What follows belongs to an exercise in optimizing a design on an open flow for small area, a short achievable clock period and few clock cycles; a production flow would make more cautious choices. RTL that was checked went through simulation tests only; none was proved equivalent to the original. Power figures rest on the tool's default switching activity, not on a simulated workload.

## FAdd
module FAdd(
    input rst,
    input clk,
    input  [31:0]               a,
    input  [31:0]               b,
    output reg [31:0]           c,
    output reg [2:0]            state
);
    wire a_s = a[31];
    wire b_s = b[31];
    wire [7:0] a_e = a[30:23];
    wire [7:0] b_e = b[30:23];
    wire a_h = |a_e;
    wire b_h = |b_e;
    wire a_max = &a_e;
    wire b_max = &b_e;
    wire a_mz = ~|a[22:0];
    wire b_mz = ~|b[22:0];
    wire a_inf = a_max & a_mz;
    wire b_inf = b_max & b_mz;
    wire any_nan = (a_max & ~a_mz) | (b_max & ~b_mz) | (a_inf & b_inf & (a_s ^ b_s));
    wire any_inf = a_inf | b_inf;
    wire swap, same;
    fa_gt #(31) u_cmp(.a(b[30:0]), .b(a[30:0]), .gt(swap), .eq(same));
    wire [7:0] ea1 = {a_e[7:1], a_e[0] | ~a_h};    
    wire [7:0] eb1 = {b_e[7:1], b_e[0] | ~b_h};
    wire [7:0] d = swap ? eb1 - ea1 : ea1 - eb1;
    wire [7:0] e_big = swap ? eb1 : ea1;
    wire s_big = swap ? b_s : a_s;
    wire [23:0] m_big = swap ? {b_h, b[22:0]} : {a_h, a[22:0]};
    wire [23:0] m_sml = swap ? {a_h, a[22:0]} : {b_h, b[22:0]};
    wire sub = a_s ^ b_s;
    wire big = |d[7:5];
    reg [25:0] t;
    reg        st;
    integer k;
    always @* begin
        t = {m_sml, 2'b00};
        st = 1'b0;
        for (k = 0; k < 5; k = k + 1)
            if (d[k]) begin
                st = st | |(t & ((26'd1 << (1 << k)) - 1));
                t = t >> (1 << k);
            end
    end
    wire [25:0] al = big ? 26'd0 : t;
    wire sticky = big ? |m_sml : st;
    wire [27:0] op_s = {1'b0, al, sticky};
    wire [27:0] sum;
    fa_add #(28) u_add(.x({1'b0, m_big, 3'b000}), .y(op_s ^ {28{sub}}), .ci(sub), .s(sum));
    reg first_n;               
    reg [27:0] r_sum;
    reg [7:0]  r_e;
    reg        r_s;
    reg        r_nan;
    reg        r_inf;
    always @(posedge clk) begin
        first_n <= rst;
        if (!first_n) begin
            r_sum <= sum;
            r_e   <= e_big;
            r_s   <= s_big & ~(sub & same);    
            r_nan <= any_nan;
            r_inf <= any_inf;
        end
    end
    reg [27:0] lim;
    integer i;
    always @* begin
  ...
==> module FAdd, before the edit <==
module FAdd(
    input rst,
    input clk,
    input  [31:0]               a,
    input  [31:0]               b,
    output reg [31:0]           c,
    output reg [2:0]            state
);
    wire a_s = a[31];
    wire b_s = b[31];
    wire [7:0] a_e = a[30:23];
    wire [7:0] b_e = b[30:23];
    wire a_h = |a_e;
    wire b_h = |b_e;
    wire a_max = &a_e;
    wire b_max = &b_e;
    wire a_mz = ~|a[22:0];
    wire b_mz = ~|b[22:0];
    wire a_inf = a_max & a_mz;
    wire b_inf = b_max & b_mz;
    wire any_nan = (a_max & ~a_mz) | (b_max & ~b_mz) | (a_inf & b_inf & (a_s ^ b_s));
    wire any_inf = a_inf | b_inf;
    wire swap, same;
    fa_gt #(31) u_cmp(.a(b[30:0]), .b(a[30:0]), .gt(swap), .eq(same));
    wire [7:0] ea1 = {a_e[7:1], a_e[0] | ~a_h};    
    wire [7:0] eb1 = {b_e[7:1], b_e[0] | ~b_h};
    wire [7:0] d = swap ? eb1 - ea1 : ea1 - eb1;
    wire [7:0] e_big = swap ? eb1 : ea1;
    wire s_big = swap ? b_s : a_s;
    wire [23:0] m_big = swap ? {b_h, b[22:0]} : {a_h, a[22:0]};
    wire [23:0] m_sml = swap ? {a_h, a[22:0]} : {b_h, b[22:0]};
    wire sub = a_s ^ b_s;
    wire big = |d[7:5];
    reg [25:0] t;
    reg        st;
    integer k;
    always @* begin
        t = {m_sml, 2'b00};
        st = 1'b0;
        for (k = 0; k < 5; k = k + 1)
            if (d[k]) begin
                st = st | |(t & ((26'd1 << (1 << k)) - 1));
                t = t >> (1 << k);
            end
    end
    wire [25:0] al = big ? 26'd0 : t;
    wire sticky = big ? |m_sml : st;
    wire [27:0] op_s = {1'b0, al, sticky};
    wire [27:0] sum;
    fa_add #(28) u_add(.x({1'b0, m_big, 3'b000}), .y(op_s ^ {28{sub}}), .ci(sub), .s(sum));
    reg first_n;               
    reg [27:0] r_sum;
    reg [7:0]  r_e;
    reg        r_s;
    reg        r_nan;
    reg        r_inf;
    always @(posedge clk) begin
        first_n <= rst;
        if (!first_n) begin
            r_sum <= sum;
            r_e   <= e_big;
            r_s   <= s_big & ~(sub & same);    
            r_nan <= any_nan;
            r_inf <= any_inf;
        end
    end
    reg [27:0] lim;
    integer i;
    always @* begin
        for (i = 0; i < 28; i = i + 1)
            lim[i] = (r_e == 27 - i);
    end
    wire [27:0] lz_in = r_sum | lim;
    wire [4:0] lz;
    fa_lzc u_lzc(.x({lz_in, 4'b0000}), .n(lz), .zero());
    wire [27:0] n = r_sum << lz;
    wire [7:0] ex = {8{n[27]}} & (r_e + 8'd1 - {3'b0, lz});
    wire rnd = n[3] & (n[2] | n[1] | n[0] | n[4]);
    wire [30:0] pk;
    fa_inc #(31) u_inc(.x({ex, n[26:4]}), .ci(rnd), .s(pk));
    wire ovf = (r_e == 8'd254) & r_sum[27];
    always @* begin
        state = {3{first_n}};
        if (r_nan)
            c = 32'h7f800001;
        else if (r_inf | ovf)
            c = {r_s, 8'hff, 23'd0};
        else
            c = {r_s, pk};
    end
endmodule
==> flow/config.mk <==
export PLATFORM = sky130hd
export DESIGN_NAME = FAdd
export DESIGN_NICKNAME = FAdd
export VERILOG_FILES = /design/flow/design.v
export SDC_FILE = /design/flow/constraint.sdc
export NUM_CORES = 4
export LEC_CHECK = 0
export ABC_AREA = 1
export CAP_MARGIN = 20
export CORE_MARGIN = 2
export CORE_UTILIZATION = 40
export CTS_BUF_LIST = sky130_fd_sc_hd__clkbuf_8
export SETUP_SLACK_MARGIN = 1.5
export SLEW_MARGIN = 20
==> flow/constraint.sdc <==
create_clock -name core_clock -period 10.0 [get_ports {clk}]
set_input_delay 2.0000 -clock core_clock [delete_from_list [all_inputs] [get_ports {clk}]]
set_output_delay 2.0000 -clock core_clock [all_outputs]
set_load 0.01 [all_outputs]
standard.sh (not shown) runs the stock make flow with config.mk's settings and CLKGATE_MAP_FILE= SYNTH_SCRIPT=/design/flow/synth_recipe.tcl, a recipe that flattens the netlist after the stock synthesis.
==> flow/flow/run.sh <==
#!/bin/bash
# Layout flow: the standard flow (standard.sh) with two changes.
#  1. Synthesis is the standard synthesis script, except that ABC maps
#     the logic with flow/map.abc instead of ORFS's abc_area.script.  All
#     other synthesis steps, and so every register, are unchanged.
#  2. buffer_ports uses sky130_fd_sc_hd__buf_2 for the port buffers (every
#     input and output still gets its own buffer).
set -euo pipefail
W=$(pwd)
cat > "$W/my_synth.tcl" <<EOT
proc abc {args} {
  set i [lsearch -exact \$args -script]
  if {\$i >= 0} { lset args [expr {\$i+1}] $W/flow/map.abc }
  yosys abc {*}\$args
}
source $W/synth_recipe.tcl
EOT
sed "s#SYNTH_SCRIPT=[^ ]*#SYNTH_SCRIPT=$W/my_synth.tcl#" standard.sh > my_standard.sh
grep -q "SYNTH_SCRIPT=$W/my_synth.tcl" my_standard.sh
export BUFFER_PORTS_ARGS="-buffer_cell sky130_fd_sc_hd__buf_2"
bash my_standard.sh > standard.log 2>&1
==> flow/flow/map.abc <==
&get -n
&st
&dch
&nf -R 1000
&put
topo
stime -c
buffer -c
upsize -c
dnsize -c
Testbench counts at the start, summed over its fixed seeds: cycles 24,000.
Next try:
--- a/flow/design.v
+++ b/flow/design.v
@@ -71,11 +71,17 @@
             lim[i] = (r_e == 27 - i);
     end
     wire [27:0] lz_in = r_sum | lim;
     wire [4:0] lz;
     fa_lzc u_lzc(.x({lz_in, 4'b0000}), .n(lz), .zero());
-    wire [27:0] n = r_sum << lz;
+    reg [27:0] n;
+    integer j;
+    always @* begin
+        n = r_sum;
+        for (j = 4; j >= 0; j = j - 1)
+            if (lz[j]) n = n << (1 << j);
+    end
     wire [7:0] ex = {8{n[27]}} & (r_e + 8'd1 - {3'b0, lz});
     wire rnd = n[3] & (n[2] | n[1] | n[0] | n[4]);
     wire [30:0] pk;
     fa_inc #(31) u_inc(.x({ex, n[26:4]}), .ci(rnd), .s(pk));
     wire ovf = (r_e == 8'd254) & r_sum[27];
The changed run produced a clean layout.
Synthesized area decreases by 1.2%.
Sequential power increases by about 4%.
Core utilization increases by 0.30 points.
Cell count increases by about 0.9%.
Combinational power decreases by about 10%.
Count of clock-buffer cells in the layout is unchanged.
The RTL of the second run of this note was laid out without a check of its function.

* * *

## run 1
The RTL this note starts from:
==> flow/design.v <==
module FAdd(
    input rst,
    input clk,
    input  [31:0]               a,
    input  [31:0]               b,
    output reg [31:0]           c,
    output reg [2:0]            state
);
    wire a_s = a[31];
    wire b_s = b[31];
    wire [7:0] a_e = a[30:23];
    wire [7:0] b_e = b[30:23];
    wire a_h = |a_e;
    wire b_h = |b_e;
    wire a_max = &a_e;
    wire b_max = &b_e;
    wire a_mz = ~|a[22:0];
    wire b_mz = ~|b[22:0];
    wire a_inf = a_max & a_mz;
    wire b_inf = b_max & b_mz;
    wire any_nan = (a_max & ~a_mz) | (b_max & ~b_mz) | (a_inf & b_inf & (a_s ^ b_s));
    wire any_inf = a_inf | b_inf;
    wire swap, same;
    fa_gt #(31) u_cmp(.a(b[30:0]), .b(a[30:0]), .gt(swap), .eq(same));
    wire [7:0] ea1 = {a_e[7:1], a_e[0] | ~a_h};    
    wire [7:0] eb1 = {b_e[7:1], b_e[0] | ~b_h};
    wire [7:0] d = swap ? eb1 - ea1 : ea1 - eb1;
    wire [7:0] e_big = swap ? eb1 : ea1;
    wire s_big = swap ? b_s : a_s;
    wire [23:0] m_big = swap ? {b_h, b[22:0]} : {a_h, a[22:0]};
    wire [23:0] m_sml = swap ? {a_h, a[22:0]} : {b_h, b[22:0]};
    wire sub = a_s ^ b_s;
    wire big = |d[7:5];
    reg [25:0] t;
    reg        st;
    integer k;
    always @* begin
        t = {m_sml, 2'b00};
        st = 1'b0;
        for (k = 0; k < 5; k = k + 1)
            if (d[k]) begin
                st = st | |(t & ((26'd1 << (1 << k)) - 1));
                t = t >> (1 << k);
            end
    end
    wire [25:0] al = big ? 26'd0 : t;
    wire sticky = big ? |m_sml : st;
    wire [27:0] op_s = {1'b0, al, sticky};
    wire [27:0] sum;
    fa_add #(28) u_add(.x({1'b0, m_big, 3'b000}), .y(op_s ^ {28{sub}}), .ci(sub), .s(sum));
    reg first_n;               
    reg [27:0] r_sum;
    reg [7:0]  r_e;
    reg        r_s;
    reg        r_nan;
    reg        r_inf;
    always @(posedge clk) begin
        first_n <= rst;
        if (!first_n) begin
            r_sum <= sum;
            r_e   <= e_big;
            r_s   <= s_big & ~(sub & same);    
            r_nan <= any_nan;
            r_inf <= any_inf;
        end
    end
    reg [27:0] lim;
    integer i;
    always @* begin
        for (i = 0; i < 28; i = i + 1)
            lim[i] = (r_e == 27 - i);
    end
    wire [27:0] lz_in = r_sum | lim;
    wire [4:0] lz;
    fa_lzc u_lzc(.x({lz_in, 4'b0000}), .n(lz), .zero());
    reg [27:0] n;
    integer j;
    always @* begin
        n = r_sum;
        for (j = 4; j >= 0; j = j - 1)
            if (lz[j]) n = n << (1 << j);
    end
    wire [7:0] ex = {8{n[27]}} & (r_e + 8'd1 - {3'b0, lz});
    wire rnd = n[3] & (n[2] | n[1] | n[0] | n[4]);
    wire [30:0] pk;
    fa_inc #(31) u_inc(.x({ex, n[26:4]}), .ci(rnd), .s(pk));
    wire ovf = (r_e == 8'd254) & r_sum[27];
    always @* begin
        state = {3{first_n}};
        if (r_nan)
            c = 32'h7f800001;
        else if (r_inf | ovf)
            c = {r_s, 8'hff, 23'd0};
        else
            c = {r_s, pk};
    end
endmodule
module fa_add #(parameter N = 28) (
    input  [N-1:0] x,
    input  [N-1:0] y,
    input          ci,
    output [N-1:0] s
);
    localparam M = N + 1;
    reg [M-1:0] g, p, gn, pn;
    integer l, i;
    always @* begin
        g = {x & y, ci};
        p = {x ^ y, 1'b0};
        for (l = 1; l < M; l = l * 2) begin
            gn = g; pn = p;
            for (i = 0; i < M; i = i + 1)
                if ((i / l) % 2 == 1) begin
                    gn[i] = g[i] | (p[i] & g[(i/l)*l - 1]);
                    pn[i] = p[i] & p[(i/l)*l - 1];
                end
            g = gn; p = pn;
        end
    end
    assign s = x ^ y ^ g[M-2:0];
endmodule
module fa_inc #(parameter N = 31) (
    input  [N-1:0] x,
    input          ci,
    output [N-1:0] s
);
    reg [N-1:0] p, pn;
    integer l, i;
    always @* begin
        p = x;
        for (l = 1; l < N; l = l * 2) begin
            pn = p;
            for (i = 0; i < N; i = i + 1)
                if ((i / l) % 2 == 1) pn[i] = p[i] & p[(i/l)*l - 1];
            p = pn;
        end
    end
    assign s = x ^ ({p[N-2:0], 1'b1} & {N{ci}});
endmodule
module fa_gt #(parameter N = 31) (
    input  [N-1:0] a,
    input  [N-1:0] b,
    output         gt,
    output         eq
);
    reg [N-1:0] g, e, gn, en;
    integer l, i;
    always @* begin
        g = a & ~b;
        e = ~(a ^ b);
        for (l = 1; l < N; l = l * 2) begin
            gn = g; en = e;
            for (i = 0; i < N; i = i + 1)
                if ((i / l) % 2 == 1) begin
                    gn[i] = g[i] | (e[i] & g[(i/l)*l - 1]);
                    en[i] = e[i] & e[(i/l)*l - 1];
                end
            g = gn; e = en;
        end
    end
    assign gt = g[N-1];
    assign eq = e[N-1];
endmodule
module fa_lzc (
    input  [31:0] x,
    output [4:0]  n,
    output        zero
);
    reg [15:0] z0;  reg [15:0] c0;       
    reg [7:0]  z1;  reg [15:0] c1;       
    reg [3:0]  z2;  reg [11:0] c2;       
    reg [1:0]  z3;  reg [7:0]  c3;       
    integer i;
    always @* begin
        for (i = 0; i < 16; i = i + 1) begin
            z0[i] = ~x[2*i+1] & ~x[2*i];
            c0[i] = ~x[2*i+1];
        end
        for (i = 0; i < 8; i = i + 1) begin
            z1[i] = z0[2*i+1] & z0[2*i];
            c1[2*i +: 2] = z0[2*i+1] ? {1'b1, c0[2*i]} : {1'b0, c0[2*i+1]};
        end
        for (i = 0; i < 4; i = i + 1) begin
            z2[i] = z1[2*i+1] & z1[2*i];
            c2[3*i +: 3] = z1[2*i+1] ? {1'b1, c1[2*(2*i) +: 2]} : {1'b0, c1[2*(2*i+1) +: 2]};
        end
        for (i = 0; i < 2; i = i + 1) begin
            z3[i] = z2[2*i+1] & z2[2*i];
            c3[4*i +: 4] = z2[2*i+1] ? {1'b1, c2[3*(2*i) +: 3]} : {1'b0, c2[3*(2*i+1) +: 3]};
        end
    end
    assign n = z3[1] ? {1'b1, c3[3:0]} : {1'b0, c3[7:4]};
    assign zero = z3[1] & z3[0];
endmodule
==> flow/config.mk <==
export PLATFORM = sky130hd
export DESIGN_NAME = FAdd
export DESIGN_NICKNAME = FAdd
export VERILOG_FILES = /design/flow/design.v
export SDC_FILE = /design/flow/constraint.sdc
export NUM_CORES = 4
export LEC_CHECK = 0
export ABC_AREA = 1
export CAP_MARGIN = 20
export CORE_MARGIN = 2
export CORE_UTILIZATION = 40
export CTS_BUF_LIST = sky130_fd_sc_hd__clkbuf_8
export SETUP_SLACK_MARGIN = 1.5
export SLEW_MARGIN = 20
==> flow/constraint.sdc <==
create_clock -name core_clock -period 10.0 [get_ports {clk}]
set_input_delay 2.0000 -clock core_clock [delete_from_list [all_inputs] [get_ports {clk}]]
set_output_delay 2.0000 -clock core_clock [all_outputs]
set_load 0.01 [all_outputs]
==> flow/flow/map.abc <==
&get -n
&st
&dch
&nf -R 1000
&put
strash
dch
amap
topo
stime -c
buffer -c
upsize -c
dnsize -c
Scripts as last shown in full above: flow/flow/run.sh
diff inputs: run 1 => run 2
--- a/flow/design.v
+++ b/flow/design.v
@@ -17,11 +17,10 @@
     wire a_mz = ~|a[22:0];
     wire b_mz = ~|b[22:0];
     wire a_inf = a_max & a_mz;
     wire b_inf = b_max & b_mz;
     wire any_nan = (a_max & ~a_mz) | (b_max & ~b_mz) | (a_inf & b_inf & (a_s ^ b_s));
-    wire any_inf = a_inf | b_inf;
     wire swap, same;
     fa_gt #(31) u_cmp(.a(b[30:0]), .b(a[30:0]), .gt(swap), .eq(same));
     wire [7:0] ea1 = {a_e[7:1], a_e[0] | ~a_h};    
     wire [7:0] eb1 = {b_e[7:1], b_e[0] | ~b_h};
     wire [7:0] d = swap ? eb1 - ea1 : ea1 - eb1;
@@ -51,19 +50,17 @@
     reg first_n;               
     reg [27:0] r_sum;
     reg [7:0]  r_e;
     reg        r_s;
     reg        r_nan;
-    reg        r_inf;
     always @(posedge clk) begin
         first_n <= rst;
         if (!first_n) begin
             r_sum <= sum;
             r_e   <= e_big;
             r_s   <= s_big & ~(sub & same);    
             r_nan <= any_nan;
-            r_inf <= any_inf;
         end
     end
     reg [27:0] lim;
     integer i;
     always @* begin
@@ -87,11 +84,11 @@
     wire ovf = (r_e == 8'd254) & r_sum[27];
     always @* begin
         state = {3{first_n}};
         if (r_nan)
             c = 32'h7f800001;
-        else if (r_inf | ovf)
+        else if (&r_e | ovf)         
             c = {r_s, 8'hff, 23'd0};
         else
             c = {r_s, pk};
     end
 endmodule
Results
- Looking at combinational cell fraction of total power, run 2 sits above run 1.
- Between run 1 and run 2, the number of instances in the placed design figures differ only marginally.
- Run 2 gives more longest individual stage delay on the worst path than run 1 did.
- Run 2 completed; timing, DRC and antenna clean
- On buffer share of cell area: run 2 sits above run 1.
- Diff run 1 -> run 2: via count of the first global-routing pass shows an increase of 336, DRC marker count from the first detailed-route iteration shows an increase of about 10%, routed wire length shows an increase of about 4%.
Testbench counts of run 2, summed over its fixed seeds: cycles 24,000.
Function not checked in run 1: the RTL went through the layout flow alone.

## port drivers added, routing unchanged
The flow's constraints put no driver on any port. The routed layouts listed below were extracted and timed again, unchanged, in two steps. Step 1 (the two cells are an assumption about what drives the block):
set clk [get_ports {clk}]
set_driving_cell -lib_cell sky130_fd_sc_hd__clkbuf_16 $clk
set_driving_cell -lib_cell sky130_fd_sc_hd__buf_2 [delete_from_list [all_inputs] $clk]
Step 2 moves the port delays by t, midway between the first and last clock arrival at a register: inputs arrive t later, outputs are due t later. That takes back most of the time a late clock gives input paths. Three values: ideal, step 1, step 2; two values: the first two.
run	shift t [ns]	slack for setup (ns)	worst slew at a driven data input, ns
the first run of note 1	0.317	1.876 / 1.845 / 1.596	0.04
the second run of note 1	0.310	1.906 / 1.907 / 1.597	0.06
run 1	0.346	1.821 / 1.788 / 1.704	0.05
run 2	0.329	1.769 / 1.736 / 1.499	0.04
After both steps every run listed still meets setup and hold. The setup slack of the second run of note 1, which loses most, moves by +0.001 ns with the drivers and by -0.309 ns with both steps.
